Context: an optimization exercise on an open-source flow, tuned for small area and a short achievable clock period. The choices shown serve that exercise and are no tape-out recipe.
At most, simulation tests tie the RTL to the original design; equivalence was not proved.
The RTL of run 1 was laid out without a check of its function.

==> flow/design.v (outline; a module is shown in full before it is edited, if it fits) <==
// module multiplier_pipelined: 2110 lines
// module mul_fa: 4 lines
// module mul_ha: 4 lines
module multiplier_pipelined(
    input logic clk,
    input logic[31:0] a,
    input logic[31:0] b,
    output logic[63:0] r
);
  // ...
==> flow/run.sh <==
#!/bin/bash
# synth_recipe.tcl (not shown) runs the flow's synth.tcl, then flattens the netlist and writes it again
# the make line also repeats each setting of config.mk as NAME=value (left out here)
make -C /OpenROAD-flow-scripts/flow DESIGN_CONFIG=/design/flow/config.mk WORK_HOME=/design/flow/orfs CLKGATE_MAP_FILE= SYNTH_SCRIPT=/design/flow/synth_recipe.tcl finish
==> flow/config.mk <==
export PLATFORM = sky130hd
export DESIGN_NAME = multiplier_pipelined
export DESIGN_NICKNAME = multiplier_pipelined
export VERILOG_FILES = /design/flow/design.v
export SDC_FILE = /design/flow/constraint.sdc
export NUM_CORES = 4
export LEC_CHECK = 0
export CAP_MARGIN = 20
export CORE_MARGIN = 2
export CORE_UTILIZATION = 40
export SETUP_SLACK_MARGIN = 3.5
export SLEW_MARGIN = 20
export SYNTH_HIERARCHICAL = 1
export SYNTH_MINIMUM_KEEP_SIZE = 0
==> flow/constraint.sdc <==
create_clock -name core_clock -period 9.0 [get_ports {clk}]
set_input_delay 1.8000 -clock core_clock [delete_from_list [all_inputs] [get_ports {clk}]]
set_output_delay 1.8000 -clock core_clock [all_outputs]
set_load 0.01 [all_outputs]
==> summary.txt, run 1 <==
Timing
  • Worst slew margin: 30.3%
  • Transition time of the tightest slew-check pin: 1050 ps
  • Worst hold slack: 864 ps

Cells and area
  • Nets@finish: 3420
  • Multi-input logic area: 23400 µm²
  • Final Util: 51.2%
  • FF+latch count: 183
  • Register share of the cell area: 11.9%
  • Clock Buffer Count: 18
  • Commonest non-fill, non-tap cell in the layout: xnor2_1

Global route
  • GRT busiest layer: met2
  • GRT overflow: 0

Clocking
  • CTS buffer count: 17
  • Skew-Pair Late Insertion Delay: 520 ps
  • Clock edge transition at the registers on the reported setup and hold paths: 80 ps
  • Post_cts resized: 401
  • CTS tree: done

Logic synthesis
  • Cell with the most instances after synthesis: xnor2_1
  • EDFF count, synth: 0
  • Adder-Cell Fraction of Synth Area: 28.0%
  • Post-Syn Area: 26400 µm²
  • Compound-Gate Fraction of Synth Area: 30.6%
  • Largest family of logic cells by synthesized area: compound AO/OA/AOI/OAI gates
  • Post-synthesis xor/xnor area fraction: 14.8%
  • Yosys top cell area share: 20.4%

Route
  • DR WL/cell: 32.2 µm
  • Routed met2 length: 50400 µm
  • Met1 WL: 46700 µm
  • DR top layer: met5

Worst setup path
  • Startpoint types: flip-flop
  • Worst path buffer plus inverter count: 4
  • RR Endpoint: r[60]
  • Crit-path leading delay family: adder cells

Die
  • IO Pins: 129
  • DIE WIDTH: 261 µm
  • Core area: 65600 µm²

Run status
  • Status: timing/DRC/antenna clean

Place
  • Placed insts: 3565
  • Placement Cell Area: 28600 µm²

Min path
  • Hold Startpoint: rneg71
==> run 2, diff against run 1 <==
--- a/flow/design.v
+++ b/flow/design.v
@@ -118,16 +118,87 @@
     logic rs2_113;
     logic rs3_114;
     logic rs4_115;
     logic rneg116;
     logic rs1_117;
     logic rs2_118;
     logic rs3_119;
     logic rs4_120;
+    logic rs1178;
+    logic rs1179;
+    logic rs1180;
+    logic rs1181;
+    logic rs1182;
+    logic rs1183;
+    logic rs1184;
+    logic rs1185;
+    logic rc1186;
+    logic rs1188;
+    logic rs1189;
+    logic rs1190;
+    logic rs1191;
+    logic rs1192;
+    logic rs1193;
+    logic rs1194;
+    logic rs1195;
+    logic rc1196;
+    logic rs1198;
+    logic rs1199;
+    logic rs1200;
+    logic rs1201;
+    logic rs1202;
+    logic rs1203;
+    logic rs1204;
+    logic rs1205;
+    logic rc1206;
+    logic rs1208;
+    logic rs1209;
+    logic rs1210;
+    logic rs1211;
+    logic rs1212;
+    logic rs1213;
+    logic rs1214;
+    logic rs1215;
+    logic rc1216;
+    logic rs1218;
+    logic rs1219;
+    logic rs1220;
+    logic rs1221;
+    logic rs1222;
+    logic rs1223;
+    logic rs1224;
+    logic rs1225;
+    logic rc1226;
+    logic rs1228;
+    logic rs1229;
+    logic rs1230;
+    logic rs1231;
+    logic rs1232;
+    logic rs1233;
+    logic rs1234;
+    logic rs1235;
+    logic rc1236;
+    logic rs1238;
+    logic rs1239;
+    logic rs1240;
+    logic rs1241;
+    logic rs1242;
+    logic rs1243;
+    logic rs1244;
+    logic rs1245;
+    logic rc1246;
+    logic rs1248;
+    logic rs1249;
+    logic rs1250;
+    logic rs1251;
+    logic rs1252;
+    logic rs1253;
+    logic rs1254;
+    logic rs1255;
     logic pp121;
     logic pp122;
     logic pp123;
     logic pp124;
     logic pp125;
     logic pp126;
     logic pp127;
     logic pp128;
@@ -1294,80 +1365,87 @@
         rs2_113 <= (~b[29] & ~b[28] & b[27] & b[26]) | (~b[29] & b[28] & ~b[27] & ~b[26]) | (b[29] & ~b[28] & b[27] & b[26]) | (b[29] & b[28] & ~b[27] & ~b[26]);
         rs3_114 <= (~b[29] & b[28] & ~b[27] & b[26]) | (~b[29] & b[28] & b[27] & ~b[26]) | (b[29] & ~b[28] & ~b[27] & b[26]) | (b[29] & ~b[28] & b[27] & ~b[26]);
         rs4_115 <= (~b[29] & b[28] & b[27] & b[26]) | (b[29] & ~b[28] & ~b[27] & ~b[26]);
         rneg116 <= b[29] & ~(b[28] & b[27] & b[26]);
         rs1_117 <= (~b[31] & ~b[30] & b[29]) | (~b[31] & b[30] & ~b[29]);
         rs2_118 <= (~b[31] & b[30] & b[29]) | (b[31] & ~b[30] & ~b[29]);
         rs3_119 <= (b[31] & ~b[30] & b[29]) | (b[31] & b[30] & ~b[29]);
         rs4_120 <= (b[31] & b[30] & b[29]);
-        r[0] <= sum1177[0];
-        r[1] <= sum1177[1];
-        r[2] <= sum1177[2];
-        r[3] <= sum1177[3];
-        r[4] <= sum1177[4];
-        r[5] <= sum1177[5];
-        r[6] <= sum1177[6];
-        r[7] <= sum1177[7];
-        r[8] <= sum1177[8];
-        r[9] <= sum1177[9];
-        r[10] <= sum1177[10];
-        r[11] <= sum1177[11];
-        r[12] <= sum1177[12];
-        r[13] <= sum1177[13];
-        r[14] <= sum1177[14];
-        r[15] <= sum1177[15];
-        r[16] <= sum1177[16];
-        r[17] <= sum1177[17];
-        r[18] <= sum1177[18];
-        r[19] <= sum1177[19];
-        r[20] <= sum1177[20];
-        r[21] <= sum1177[21];
-        r[22] <= sum1177[22];
-        r[23] <= sum1177[23];
-        r[24] <= sum1177[24];
-        r[25] <= sum1177[25];
-        r[26] <= sum1177[26];
-        r[27] <= sum1177[27];
-        r[28] <= sum1177[28];
-        r[29] <= sum1177[29];
-        r[30] <= sum1177[30];
-        r[31] <= sum1177[31];
-        r[32] <= sum1177[32];
-        r[33] <= sum1177[33];
-        r[34] <= sum1177[34];
-        r[35] <= sum1177[35];
-        r[36] <= sum1177[36];
-        r[37] <= sum1177[37];
-        r[38] <= sum1177[38];
-        r[39] <= sum1177[39];
-        r[40] <= sum1177[40];
-        r[41] <= sum1177[41];
-        r[42] <= sum1177[42];
-        r[43] <= sum1177[43];
-        r[44] <= sum1177[44];
-        r[45] <= sum1177[45];
-        r[46] <= sum1177[46];
-        r[47] <= sum1177[47];
-        r[48] <= sum1177[48];
-        r[49] <= sum1177[49];
-        r[50] <= sum1177[50];
-        r[51] <= sum1177[51];
-        r[52] <= sum1177[52];
-        r[53] <= sum1177[53];
-        r[54] <= sum1177[54];
-        r[55] <= sum1177[55];
-        r[56] <= sum1177[56];
-        r[57] <= sum1177[57];
-        r[58] <= sum1177[58];
-        r[59] <= sum1177[59];
-        r[60] <= sum1177[60];
-        r[61] <= sum1177[61];
-        r[62] <= sum1177[62];
-        r[63] <= sum1177[63];
+        rs1178 <= bs1177[0];
+        rs1179 <= bs1177[1];
+        rs1180 <= bs1177[2];
+        rs1181 <= bs1177[3];
+        rs1182 <= bs1177[4];
+        rs1183 <= bs1177[5];
+        rs1184 <= bs1177[6];
+        rs1185 <= bs1177[7];
+        rc1186 <= bs1177[8];
+        rs1188 <= bs1187[0];
+        rs1189 <= bs1187[1];
+        rs1190 <= bs1187[2];
+        rs1191 <= bs1187[3];
+        rs1192 <= bs1187[4];
+        rs1193 <= bs1187[5];
+        rs1194 <= bs1187[6];
+        rs1195 <= bs1187[7];
+        rc1196 <= bs1187[8];
+        rs1198 <= bs1197[0];
+        rs1199 <= bs1197[1];
+        rs1200 <= bs1197[2];
+        rs1201 <= bs1197[3];
+        rs1202 <= bs1197[4];
+        rs1203 <= bs1197[5];
+        rs1204 <= bs1197[6];
+        rs1205 <= bs1197[7];
+        rc1206 <= bs1197[8];
+        rs1208 <= bs1207[0];
+        rs1209 <= bs1207[1];
+        rs1210 <= bs1207[2];
+        rs1211 <= bs1207[3];
+        rs1212 <= bs1207[4];
+        rs1213 <= bs1207[5];
+        rs1214 <= bs1207[6];
+        rs1215 <= bs1207[7];
+        rc1216 <= bs1207[8];
+        rs1218 <= bs1217[0];
+        rs1219 <= bs1217[1];
+        rs1220 <= bs1217[2];
+        rs1221 <= bs1217[3];
+        rs1222 <= bs1217[4];
+        rs1223 <= bs1217[5];
+        rs1224 <= bs1217[6];
+        rs1225 <= bs1217[7];
+        rc1226 <= bs1217[8];
+        rs1228 <= bs1227[0];
+        rs1229 <= bs1227[1];
+        rs1230 <= bs1227[2];
+        rs1231 <= bs1227[3];
+        rs1232 <= bs1227[4];
+        rs1233 <= bs1227[5];
+        rs1234 <= bs1227[6];
+        rs1235 <= bs1227[7];
+        rc1236 <= bs1227[8];
+        rs1238 <= bs1237[0];
+        rs1239 <= bs1237[1];
+        rs1240 <= bs1237[2];
+        rs1241 <= bs1237[3];
+        rs1242 <= bs1237[4];
+        rs1243 <= bs1237[5];
+        rs1244 <= bs1237[6];
+        rs1245 <= bs1237[7];
+        rc1246 <= bs1237[8];
+        rs1248 <= bs1247[0];
+        rs1249 <= bs1247[1];
+        rs1250 <= bs1247[2];
+        rs1251 <= bs1247[3];
+        rs1252 <= bs1247[4];
+        rs1253 <= bs1247[5];
+        rs1254 <= bs1247[6];
+        rs1255 <= bs1247[7];
     end
     wire [33:0] t333 = {2'b0, a} + {1'b0, a, 1'b0};
     assign pp121 = ((rs1_67 & ra1) | (rs3_69 & ra1)) ^ rneg71;
     assign pp122 = ((rs1_67 & ra2) | (rs2_68 & ra1) | (rs3_69 & rt34)) ^ rneg71;
     assign pp123 = ((rs1_67 & ra3) | (rs2_68 & ra2) | (rs3_69 & rt35) | (rs4_70 & ra1)) ^ rneg71;
     assign pp124 = ((rs1_67 & ra4) | (rs2_68 & ra3) | (rs3_69 & rt36) | (rs4_70 & ra2)) ^ rneg71;
     assign pp125 = ((rs1_67 & ra5) | (rs2_68 & ra4) | (rs3_69 & rt37) | (rs4_70 & ra3)) ^ rneg71;
     assign pp126 = ((rs1_67 & ra6) | (rs2_68 & ra5) | (rs3_69 & rt38) | (rs4_70 & ra4)) ^ rneg71;
@@ -1786,17 +1864,25 @@
     assign s1163 = ~(pp468 ^ pp500);
     assign c1164 = pp468 | pp500;
     assign s1167 = ~(pp469 ^ pp501);
     assign c1168 = pp469 | pp501;
     assign s1173 = ~(pp503 ^ c1172);
     assign c1174 = pp503 | c1172;
     assign s1175 = ~(pp504 ^ c1174);
     assign c1176 = pp504 | c1174;
-    wire [63:0] sum1177 = {s1175, s1173, c1170, c1166, c1162, c1158, c1152, c1146, c1140, c1132, c1124, c1116, c1106, c1096, c1086, c1074, c1062, c1050, c1036, c1022, c1008, c992, c976, c960, c942, c924, c906, c886, c866, c846, c828, c810, c792, c774, c756, s753, c720, c704, c688, c672, c658, c644, c630, c618, s615, c594, c584, c574, c564, c556, s553, c540, c534, c528, s525, c518, c514, s511, c508, c506, pp156, pp123, pp122, pp121} + {1'b0, 1'b0, s1171, s1169, s1165, s1161, s1157, s1151, s1145, s1139, s1131, s1123, s1115, s1105, s1095, s1085, s1073, s1061, s1049, s1035, s1021, s1007, s991, s975, s959, s941, s923, s905, s885, s865, s845, s827, s809, s791, s773, s755, s737, s719, s703, s687, s671, s657, s643, s629, s617, s605, s593, s583, s573, s563, s555, s547, s539, s533, s527, s521, s517, s513, s509, s507, s505, 1'b0, 1'b0, rneg71};
+    wire [8:0] bs1177 = {c514, s511, c508, c506, pp156, pp123, pp122, pp121} + {s517, s513, s509, s507, s505, 1'b0, 1'b0, rneg71};
+    wire [8:0] bs1187 = {c564, c556, s553, c540, c534, c528, s525, c518} + {s573, s563, s555, s547, s539, s533, s527, s521};
+    wire [8:0] bs1197 = {c658, c644, c630, c618, s615, c594, c584, c574} + {s671, s657, s643, s629, s617, s605, s593, s583};
+    wire [8:0] bs1207 = {c792, c774, c756, s753, c720, c704, c688, c672} + {s809, s791, s773, s755, s737, s719, s703, s687};
+    wire [8:0] bs1217 = {c942, c924, c906, c886, c866, c846, c828, c810} + {s959, s941, s923, s905, s885, s865, s845, s827};
+    wire [8:0] bs1227 = {c1062, c1050, c1036, c1022, c1008, c992, c976, c960} + {s1073, s1061, s1049, s1035, s1021, s1007, s991, s975};
+    wire [8:0] bs1237 = {c1140, c1132, c1124, c1116, c1106, c1096, c1086, c1074} + {s1145, s1139, s1131, s1123, s1115, s1105, s1095, s1085};
+    wire [8:0] bs1247 = {s1175, s1173, c1170, c1166, c1162, c1158, c1152, c1146} + {1'b0, 1'b0, s1171, s1169, s1165, s1161, s1157, s1151};
+    wire [63:0] sum1256 = {rs1255, rs1254, rs1253, rs1252, rs1251, rs1250, rs1249, rs1248, rs1245, rs1244, rs1243, rs1242, rs1241, rs1240, rs1239, rs1238, rs1235, rs1234, rs1233, rs1232, rs1231, rs1230, rs1229, rs1228, rs1225, rs1224, rs1223, rs1222, rs1221, rs1220, rs1219, rs1218, rs1215, rs1214, rs1213, rs1212, rs1211, rs1210, rs1209, rs1208, rs1205, rs1204, rs1203, rs1202, rs1201, rs1200, rs1199, rs1198, rs1195, rs1194, rs1193, rs1192, rs1191, rs1190, rs1189, rs1188, rs1185, rs1184, rs1183, rs1182, rs1181, rs1180, rs1179, rs1178} + {1'b0, 1'b0, 1'b0, 1'b0, 1'b0, 1'b0, 1'b0, rc1246, 1'b0, 1'b0, 1'b0, 1'b0, 1'b0, 1'b0, 1'b0, rc1236, 1'b0, 1'b0, 1'b0, 1'b0, 1'b0, 1'b0, 1'b0, rc1226, 1'b0, 1'b0, 1'b0, 1'b0, 1'b0, 1'b0, 1'b0, rc1216, 1'b0, 1'b0, 1'b0, 1'b0, 1'b0, 1'b0, 1'b0, rc1206, 1'b0, 1'b0, 1'b0, 1'b0, 1'b0, 1'b0, 1'b0, rc1196, 1'b0, 1'b0, 1'b0, 1'b0, 1'b0, 1'b0, 1'b0, rc1186, 1'b0, 1'b0, 1'b0, 1'b0, 1'b0, 1'b0, 1'b0, 1'b0};
     mul_ha us505 (.x(rneg76), .y(pp124), .s(s505), .c(c506));
     mul_ha us507 (.x(pp125), .y(pp157), .s(s507), .c(c508));
     mul_ha us509 (.x(pp126), .y(pp158), .s(s509), .c(c510));
     mul_fa us511 (.x(rneg81), .y(pp127), .z(pp159), .s(s511), .c(c512));
     mul_ha us513 (.x(pp191), .y(c510), .s(s513), .c(c514));
     mul_fa us515 (.x(pp128), .y(pp160), .z(pp192), .s(s515), .c(c516));
     mul_ha us517 (.x(c512), .y(s515), .s(s517), .c(c518));
     mul_fa us519 (.x(pp129), .y(pp161), .z(pp193), .s(s519), .c(c520));
@@ -2102,16 +2188,17 @@
     mul_ha us1151 (.x(c1144), .y(s1149), .s(s1151), .c(c1152));
     mul_fa us1155 (.x(pp498), .y(c1148), .z(s1153), .s(s1155), .c(c1156));
     mul_ha us1157 (.x(s1155), .y(c1150), .s(s1157), .c(c1158));
     mul_fa us1159 (.x(pp435), .y(pp467), .z(pp499), .s(s1159), .c(c1160));
     mul_fa us1161 (.x(c1154), .y(s1159), .z(c1156), .s(s1161), .c(c1162));
     mul_ha us1165 (.x(s1163), .y(c1160), .s(s1165), .c(c1166));
     mul_ha us1169 (.x(c1164), .y(s1167), .s(s1169), .c(c1170));
     mul_fa us1171 (.x(pp470), .y(pp502), .z(c1168), .s(s1171), .c(c1172));
+    assign r = {sum1256[63], sum1256[62], sum1256[61], sum1256[60], sum1256[59], sum1256[58], sum1256[57], sum1256[56], sum1256[55], sum1256[54], sum1256[53], sum1256[52], sum1256[51], sum1256[50], sum1256[49], sum1256[48], sum1256[47], sum1256[46], sum1256[45], sum1256[44], sum1256[43], sum1256[42], sum1256[41], sum1256[40], sum1256[39], sum1256[38], sum1256[37], sum1256[36], sum1256[35], sum1256[34], sum1256[33], sum1256[32], sum1256[31], sum1256[30], sum1256[29], sum1256[28], sum1256[27], sum1256[26], sum1256[25], sum1256[24], sum1256[23], sum1256[22], sum1256[21], sum1256[20], sum1256[19], sum1256[18], sum1256[17], sum1256[16], sum1256[15], sum1256[14], sum1256[13], sum1256[12], sum1256[11], sum1256[10], sum1256[9], sum1256[8], sum1256[7], sum1256[6], sum1256[5], sum1256[4], sum1256[3], sum1256[2], sum1256[1], sum1256[0]};
 endmodule
 module mul_fa(input logic x, input logic y, input logic z, output logic s, output logic c);
     assign s = x ^ y ^ z;
     assign c = (x & y) | (z & (x ^ y));
 endmodule
 module mul_ha(input logic x, input logic y, output logic s, output logic c);
     assign s = x ^ y;
     assign c = x & y;
==> flow/flow/run.sh (new file) <==
#!/bin/bash
# Standard ORFS layout (the standard.sh, unchanged synthesis), with the port
# buffers that global placement inserts made plain buffers instead of the
# default delay-cell choice. Each tool's output goes to a log file here.
set -euo pipefail
export BUFFER_PORTS_ARGS="-buffer_cell sky130_fd_sc_hd__buf_4"
bash standard.sh > standard_flow.log 2>&1
==> flow/standard.sh (new file) <==
#!/bin/bash
# synth_recipe.tcl (not shown) runs the flow's synth.tcl, then flattens the netlist and writes it again
# the make line also repeats each setting of config.mk as NAME=value (left out here)
make -C /OpenROAD-flow-scripts/flow DESIGN_CONFIG=/design/flow/config.mk WORK_HOME=/design/flow/orfs CLKGATE_MAP_FILE= SYNTH_SCRIPT=/design/flow/synth_recipe.tcl "${@:-finish}"
==> flow/config.mk (replaced) <==
export PLATFORM = sky130hd
export DESIGN_NAME = multiplier_pipelined
export DESIGN_NICKNAME = multiplier_pipelined
export VERILOG_FILES = /design/flow/design.v
export SDC_FILE = /design/flow/constraint.sdc
export NUM_CORES = 4
export LEC_CHECK = 0
export CAP_MARGIN = 20
export CORE_MARGIN = 2
export CORE_UTILIZATION = 40
export SETUP_SLACK_MARGIN = 4.0
export SLEW_MARGIN = 20
export SYNTH_HIERARCHICAL = 1
export SYNTH_MINIMUM_KEEP_SIZE = 0
removed: flow/run.sh
==> run 2 against run 1 <==
Net effect:
- highest routed layer unchanged
- die area decreased by 0.23%
- sequential share of layout area increased by 0.96 points
- synthesized cell count decreased by 3.1%
- non-clock buffer count decreased by 101
- cell area decreased by 7.9%
- maximum frequency increased by 18%
==> summary.txt, run 2 <==
Run status
  • Status: timing/DRC/antenna clean (unchanged)

Logic synthesis
  • Largest family of logic cells by synthesized area: adder cells (was compound AO/OA/AOI/OAI gates)
  • Post-Syn Area: 26400 µm² (about the same)
  • Adder-Cell Fraction of Synth Area: 29.0% (was 28.0%)
  • Synthesized flop and latch total: 190 (was 183)
  • Compound-Gate Fraction of Synth Area: 28.5% (was 30.6%)
  • Gate Count Post-Synth: 2768 (was 2857)
  • Async SR Flop Fraction: 0% (unchanged)
  • Net Count, Synth: 3278 (was 3352)
  • Post-synthesis xor/xnor area fraction: 16.3% (was 14.8%)
  • Yosys top cell area share: 21.0% (was 20.4%)
  • Mux contribution to synthesized area: 0% (was 0.0852%)
  • EDFF count, synth: 0 (unchanged)
  • Library cells used by synthesis: 65 (was 68)
  • Synth area leaders: fa_1 (21%), xnor2_1 (15%), dfxtp_1 (14%) (was fa_1 (20%), dfxtp_1 (14%), xnor2_1 (14%))
  • Synth area leader: fa_1 (unchanged)
  • Mapped Avg Cell Area: 9.53 µm² (was 9.26 µm²)
  • Post-synthesis simple-gate area fraction: 5.66% (was 6.56%)
  • Cell with the most instances after synthesis: xnor2_1 (unchanged)
  • Register area share after synthesis: 14.4% (was 13.9%)
  • Ys flop type: dfxtp_1 (unchanged)
  • Most frequent cells after synthesis: xnor2_1 (448), clkbuf_1 (312), a221oi_1 (304) (was xnor2_1 (413), clkbuf_1 (325), a221oi_1 (302))
  • Yosys warnings: 7 (unchanged)

Timing
  • Final setup viols: 0 (unchanged)
  • Final min period: 5260 ps (was 6230 ps)
  • Transition time of the tightest slew-check pin: 921 ps (was 1050 ps)
  • Final hold viol count: 0 (unchanged)
  • Worst slew margin: 38.5% (was 30.3%)
  • FMAX: 0.190 GHz (was 0.161 GHz)
  • Final Max Slew Viols: 0 (unchanged)
  • RSZ-0062 raised after global routing: true (unchanged)
  • Clock Skew: 33.2 ps (was 19.7 ps)
  • Final Cycle Share: 58.4% (was 69.2%)
  • Setup TNS: 0 ps (unchanged)

Global route
  • First-pass GRT wire length: 158000 µm (was 175000 µm)
  • Tot GR Track Use: 31.1% (was 35.0%)
  • Initial antenna violation count: 2 (was 1)
  • Largest net degree at the start of global routing: 35 (unchanged)
  • GRT overflow: 0 (unchanged)
  • Number of global-route vias before repair: 24400 (was 26000)

Route
  • Drt drc: 0 (unchanged)
  • Total detailed-routing wirelength: 109000 µm (was 122000 µm)
  • Antenna Violating Nets Remaining: 0 (unchanged)
  • Vias per cell: 6.85 (was 6.99)
  • DR WL/cell: 30.1 µm (was 32.2 µm)
  • First DRT Iteration DRCs: 3749 (was 4278)
  • DR vias: 24800 (was 26600)
  • DR pass1 iterations: 12 (was 8)

Worst setup path
  • Crit. End Element: flip-flop (unchanged)
  • Startpoint types: flip-flop (unchanged)
  • CP required: 9420 ps (was 9400 ps)
  • Worst path buffer plus inverter count: 1 (was 4)
  • Worst Path Max Fanout: 11 (was 5)
  • FF-to-FF path depth: 19 (was 22)
  • Crit path largest cell delay: 620 ps (was 640 ps)
  • Crit-path leading delay family: adder cells (unchanged)
  • Critical Path Stages: 19 (was 22)
  • Crit Path Category: flip-flop to flip-flop (unchanged)
  • Worst Path Arrival: 5670 ps (was 6630 ps)
  • Worst path cell trace: a22o_1, a221oi_4, xnor2_1, ha_1, inv_2, fa_1, fa_1, fa_1, fa_2, fa_2, ha_4, fa_2, a21o_1, a21oi_2, o21bai_1, a21oi_2, nor2b_1, o21ai_1, nand2b_1 (was buf_12, a222oi_1, xnor2_1, fa_2, fa_2, fa_2, fa_2, fa_2, fa_2, ha_4, a21o_1, a21oi_2, o211a_1, a211oi_4, buf_4, nor4_4, buf_6, buf_6, o2111ai_4, nand3_4, a21o_1, a211o_1)
  • Max stage delay cell, worst path: dfxtp_2 (was a222oi_1)

Clocking
  • Root buffer cell: clkbuf_16 (unchanged)
  • Clock edge transition at the registers on the reported setup and hold paths: 80 ps (about the same)
  • Post-CTS Hold Fix Bufs: 0 (unchanged)
  • CTS buffer count: 17 (unchanged)
  • Skew-Pair Late Insertion Delay: 540 ps (was 520 ps)
  • H-tree Lvls: 4 (unchanged)
  • Clock sinks: 190 (was 183)
  • CTS tree: done (unchanged)
  • Clk buf depth: 2 (unchanged)

Min path
  • HP Class: flip-flop to flip-flop (unchanged)
  • Hold path cells: 1 (was 2)

Die
  • IO Pins: 129 (unchanged)
  • Initial Utilization: 40.3% (about the same)
  • DIE WIDTH: 261 µm (about the same)
  • Die area: 68000 µm² (was 68200 µm²)
  • Die H: 261 µm (about the same)
  • Number of cell rows: 94 (unchanged)
  • Core area: 65500 µm² (was 65600 µm²)

Cells and area
  • Ratio of cells with drive above 1 in the final layout: 20.6% (was 26.5%)
  • Nets@finish: 3249 (was 3420)
  • Synthesis-to-finish area growth: 17.4% (was 27.2%)
  • Commonest non-fill, non-tap cell in the layout: xnor2_1 (unchanged)
  • Most frequent cells in the layout: xnor2_1 (443), a22o_1 (302), a221oi_1 (236) (was xnor2_1 (399), a22o_1 (301), fa_1 (196))
  • Filler cell count: 6107 (was 5998)
  • Multi-input logic area: 21800 µm² (was 23400 µm²)
  • FF/Latch Area: 3970 µm² (was 3990 µm²)
  • Non-filler instance count after layout: 3617 (was 3802)

Place
  • Placed insts: 3495 (was 3565)
  • PortBufs: 128 (unchanged)
  • Routability congestion estimate: 0.974 (was 0.993)
  • DP Wirelength: 68900 µm (was 78400 µm)

Job
  • Max_cap viols: 0 (unchanged)
run 2: changes by cell type after synthesis, sizes merged, moves of 12 or more:
cell / previous run / this run
a21oi: 100 / 71
o21ai: 86 / 60
clkbuf: 325 / 312
nor2: 68 / 46
nand2: 96 / 84
xnor2: 413 / 448
a21o: 44 / 32
run 2: timing repair:
item	in CTS	in global routing
pin swaps	57	40
setup buffers	48	26
endpoints found under the hold margin	0	0
gates resized for setup	238	79
gates cloned	11	4
setup endpoints to repair	37	24
run 2: layout make-up:
class                           count  area share (%)
Sequential cell                   190            12.8
Clock inverter                     15           0.670
Tap cell                          864            3.49
Inverter                           81            1.02
Clock buffer                       17            1.37
Multi-Input combinational cell   2153            70.5
Timing Repair Buffer              296            10.1
Antenna cell                        1         0.00808
run 2: path summary, 6_finish.rpt:
check | from | end | slack, ps
max reg2reg | rt63 | rc1236 | 3740
min | rneg71 | rs1178 | 700
max | rt63 | rc1236 | 3740
min reg2reg | rneg71 | rs1178 | 700
run 2: cells by family (layout without fill, tap and decap cells):
family,after synthesis,count (layout)
fa+ha+maj,445,445
compound gates,927,927
simple gates,290,290
buf+inv,425,409
other cells,0,1
xor+xnor,491,491
flops,190,190
run 2: per-module statistics from Yosys (local to each module, per instance):
module                times used  cells  area [µm²]  flops+latches
mul_ha                        46      1        12.5              0
mul_fa                       269      1        20.0              0
multiplier_pipelined           1   2453       20400            190
run 2: worst register-to-register path: stages, from the launching register on:
cell and delay, ps:
dfxtp_2 620, a22o_1 290, a221oi_4 60, xnor2_1 170
ha_1 300, inv_2 40, fa_1 470, fa_1 570
fa_1 450, fa_2 360, fa_2 470, ha_4 190
fa_2 340, a21o_1 170, a21oi_2 160, o21bai_1 100
a21oi_2 170, nor2b_1 60, o21ai_1 120, nand2b_1 60
run 2: through the flow:
stage,hold slack [ps],util [%],setup WS [ps],cell area (µm²)
finish,704,47.3,3740,31000
global route,701,47.3,3550,31000
CTS,699,46.1,3830,30200
detailed placement,741,42.6,3360,27900
global placement,717,42.6,3360,27900
floorplan,577,-,4010,26700
run 2: metal layers:
layer / track usage (%) / routed length (µm) / up-vias
li1: - / - / 10200
met1: 39.7 / 41500 / 12000
met2: 45.0 / 45000 / 1992
met3: 13.1 / 15700 / 545
met4: 15.3 / 6710 / 6
met5: 0.499 / 80 / -
==> run 3, diff against run 2 <==
==> flow/run.sh (new file) <==
#!/bin/bash
# synth_recipe.tcl (not shown) runs the flow's synth.tcl, then flattens the netlist and writes it again
# the make line also repeats each setting of config.mk as NAME=value (left out here)
make -C /OpenROAD-flow-scripts/flow DESIGN_CONFIG=/design/flow/config.mk WORK_HOME=/design/flow/orfs CLKGATE_MAP_FILE= SYNTH_SCRIPT=/design/flow/synth_recipe.tcl finish
removed: flow/flow/run.sh
removed: flow/standard.sh
==> run 3 against run 2 <==
Net effect:
- still clean on timing, DRC and antenna
- synthesized cell count unchanged
- setup slack worse by 8.2 ps
- via count down 0.49%
- non-clock buffer count down 15
- area after synthesis unchanged
- sequential share of layout area down 0.17 points
- core utilization up 0.24 points
- worst hold slack better by 270 ps
- sequential cell count unchanged
- final cell count down 0.44%
==> summary.txt, run 3 <==
Cells and area
  • Final Util: 47.5% (was 47.3%)
  • Most frequent cells in the layout: xnor2_1 (435), a22o_1 (301), a221oi_1 (228) (was xnor2_1 (443), a22o_1 (302), a221oi_1 (236))
  • Synthesis-to-finish area growth: 18.0% (was 17.4%)
  • Commonest non-fill, non-tap cell in the layout: xnor2_1 (unchanged)
  • ANT cells: 0 (was 1)
  • Ratio of cells with drive above 1 in the final layout: 16.8% (was 20.6%)
  • Nets@finish: 3234 (was 3249)

Worst setup path
  • Worst Path Arrival: 5660 ps (was 5670 ps)
  • CP required: 9390 ps (was 9420 ps)
  • Worst path cell trace: buf_4, a221oi_2, xnor2_1, ha_2, inv_2, fa_1, fa_1, fa_1, fa_2, fa_2, ha_4, fa_2, a21o_1, a21oi_2, buf_4, buf_6, buf_6, buf_6, buf_6, xnor2_2 (was a22o_1, a221oi_4, xnor2_1, ha_1, inv_2, fa_1, fa_1, fa_1, fa_2, fa_2, ha_4, fa_2, a21o_1, a21oi_2, o21bai_1, a21oi_2, nor2b_1, o21ai_1, nand2b_1)
  • Worst Path Max Fanout: 32 (was 11)
  • Crit path largest cell delay: 580 ps (was 620 ps)
  • Most used cell along the critical path: buf_6
  • Crit-path leading delay family: adder cells (unchanged)
  • Worst path buffer plus inverter count: 7 (was 1)
  • Max stage delay cell, worst path: fa_1 (was dfxtp_2)
  • Crit Path Category: flip-flop to flip-flop (unchanged)
  • Crit. End Element: flip-flop (unchanged)
  • Startpoint types: flip-flop (unchanged)

Timing
  • Clock Skew: 25.4 ps (was 33.2 ps)
  • Setup TNS: 0 ps (unchanged)
  • Final Max Slew Viols: 0 (unchanged)
  • Final Cycle Share: 58.5% (was 58.4%)
  • Final setup viols: 0 (unchanged)
  • FMAX: 0.190 GHz (about the same)
  • Min setup slack post-route: 3730 ps (was 3740 ps)
  • Final min period: 5270 ps (was 5260 ps)
  • Worst slew margin: 41.1% (was 38.5%)
  • Final hold viol count: 0 (unchanged)
  • RSZ-0062 raised after global routing: true (unchanged)
  • Transition time of the tightest slew-check pin: 862 ps (was 921 ps)

Place
  • PortBufs: 128 (unchanged)
  • Routability congestion estimate: 0.993 (was 0.974)
  • Place WS: 3310 ps (was 3360 ps)
  • DP Wirelength: 70500 µm (was 68900 µm)

Logic synthesis
  • EDFF count, synth: 0 (unchanged)
  • Yosys top cell area share: 21.0% (unchanged)
  • Net Count, Synth: 3278 (unchanged)
  • Library cells used by synthesis: 65 (unchanged)
  • Cell with the most instances after synthesis: xnor2_1 (unchanged)
  • Synthesized flop and latch total: 190 (unchanged)
  • Async SR Flop Fraction: 0% (unchanged)
  • Gate Count Post-Synth: 2768 (unchanged)
  • Most frequent cells after synthesis: xnor2_1 (448), clkbuf_1 (312), a221oi_1 (304) (unchanged)
  • Synth area leaders: fa_1 (21%), xnor2_1 (15%), dfxtp_1 (14%) (unchanged)
  • Post-Syn Area: 26400 µm² (unchanged)
  • Ys flop type: dfxtp_1 (unchanged)
  • Yosys warnings: 7 (unchanged)
  • Register area share after synthesis: 14.4% (unchanged)
  • Synth area leader: fa_1 (unchanged)
  • Mapped Avg Cell Area: 9.53 µm² (unchanged)

Min path
  • HP Class: flip-flop to flip-flop (unchanged)

Clocking
  • Clock edge transition at the registers on the reported setup and hold paths: 90 ps (was 80 ps)
  • CTS tree: done (unchanged)
  • Root buffer cell: clkbuf_16 (unchanged)
  • Clk buf depth: 2 (unchanged)
  • Skew-Pair Late Insertion Delay: 510 ps (was 540 ps)
  • H-tree Lvls: 4 (unchanged)
  • Clock sinks: 190 (unchanged)
  • CTS buffer count: 17 (unchanged)

Global route
  • Largest net degree at the start of global routing: 39 (was 35)
  • First-pass GRT wire length: 158000 µm (about the same)
  • Initial antenna violation count: 2 (unchanged)
  • Tot GR Track Use: 31.2% (was 31.1%)
  • GRT overflow: 0 (unchanged)
  • Number of global-route vias before repair: 24000 (was 24400)

Die
  • DIE WIDTH: 261 µm (unchanged)
  • Number of cell rows: 94 (unchanged)
  • IO Pins: 129 (unchanged)
  • Initial Utilization: 40.3% (unchanged)
  • Die H: 261 µm (unchanged)
  • Core area: 65500 µm² (unchanged)
  • Die area: 68000 µm² (unchanged)

Route
  • Drt drc: 0 (unchanged)
  • Vias per cell: 6.85 (about the same)
  • DR WL/cell: 30.3 µm (was 30.1 µm)
  • DR vias: 24700 (was 24800)
  • DR pass1 iterations: 8 (was 12)
  • First DRT Iteration DRCs: 3440 (was 3749)
  • Total detailed-routing wirelength: 109000 µm (about the same)
  • Antenna Violating Nets Remaining: 0 (unchanged)

Run status
  • Status: timing/DRC/antenna clean (unchanged)

Job
  • Max_cap viols: 0 (unchanged)
[run 3: changes by cell type in the layout (fill, tap and decap cells not counted), moves of 9 or more]
| cell | delta |
|---|---|
| fa_1 | -17 |
| fa_2 | +17 |
| buf_12 | -10 |
| dfxtp_1 | +10 |
| a221oi_2 | +9 |
| buf_4 | -133 |
| clkdlybuf4s50_1 | +113 |
| dlygate4sd2_1 | +9 |
[run 3: final timing paths]
kind / from / to / slack [ps] / cells after the start
worst max-delay path: rs1_82 / rs1232 / 3730 / 20
worst min-delay path: rneg71 / rs1178 / 970 / 2
worst max register to register: rs1_82 / rs1232 / 3730 / 20
worst min register to register: rneg71 / rs1178 / 970 / 2
[run 3: cells by family after synthesis]
family                   count (synthesis)  synth area share, %
AO/OA/AOI/OAI                          927                 28.5
buffers and inverters                  425                 6.19
XOR/XNOR                               491                 16.3
flip-flops                             190                 14.4
AND/OR/NAND/NOR                        290                 5.66
adder cells (fa/ha/maj)                445                 29.0
[run 3: modules after synthesis, one instance, submodules excluded]
module | area (µm²) | cells
mul_fa | 20.0 | 1
mul_ha | 12.5 | 1
multiplier_pipelined | 20400 | 2453
[run 3: final cells by class]
class	instances	area, µm²
Fill cell	5991	34400
Tap cell	864	1080
Sequential cell	190	3940
Clock buffer	18	439
Clock inverter	14	204
Timing Repair Buffer	281	3090
Multi-Input combinational cell	2153	22100
Inverter	81	313
[run 3: through the flow]
stage / hold WS, ps / cells / area, µm²
CTS: 967 / 3576 / 30500
floorplan: 577 / 2768 / 26700
detailed placement: 947 / 3498 / 28200
global placement: 947 / 3498 / 28200
finish: 973 / 3601 / 31100
global route: 981 / 3601 / 31100
[run 3: repair_timing]
action,4_1_cts,5_1_grt
hold buffers,0,0
setup buffers,38,23
gates cloned,8,2
endpoints found under the setup margin,52,29
resized for setup,265,107
pin swaps,62,70
[run 3: layer usage]
metal  vias up  wire length [µm]  track usage (%)
met2      1979             45100             45.0
met5         -                98            0.712
met1     12000             42000             40.5
met3       510             15100             11.5
li1      10200                 -                -
met4         6              6880             15.9
[run 3: tightest hold or removal path, delay by kind of cell (launching register included)]
family | cells | cell delay [ps]
xor+xnor | 1 | 270
flops | 1 | 310
buf+inv | 1 | 330

==> port drivers added, routing unchanged <==
Ports are ideal in the flow. The routed layouts listed here were re-timed in OpenROAD.
Step 1: set_driving_cell puts a clkbuf_16 on clk and a buf_2 on each other input, an assumption about the parent block.
Step 2 times the ports against the registers' clock, not the clock port: input delays grow and output delays shrink by t, the midpoint of the rising clock arrivals with the driver on.
Slacks: no drivers / after step 1 / after step 2; pairs: no drivers / after step 1.
run	t, ns	setup slack, ns	worst setup path after step 2	slew at the worst register clock pin (ns)
run 1	0.568	2.774 / 2.774 / 2.774	register to register	0.09 / 0.09
run 2	0.585	3.742 / 3.742 / 3.742	register to register	0.11 / 0.11
run 3	0.565	3.734 / 3.734 / 3.734	register to register	0.09 / 0.09
After both steps setup and hold are still met in every run listed.
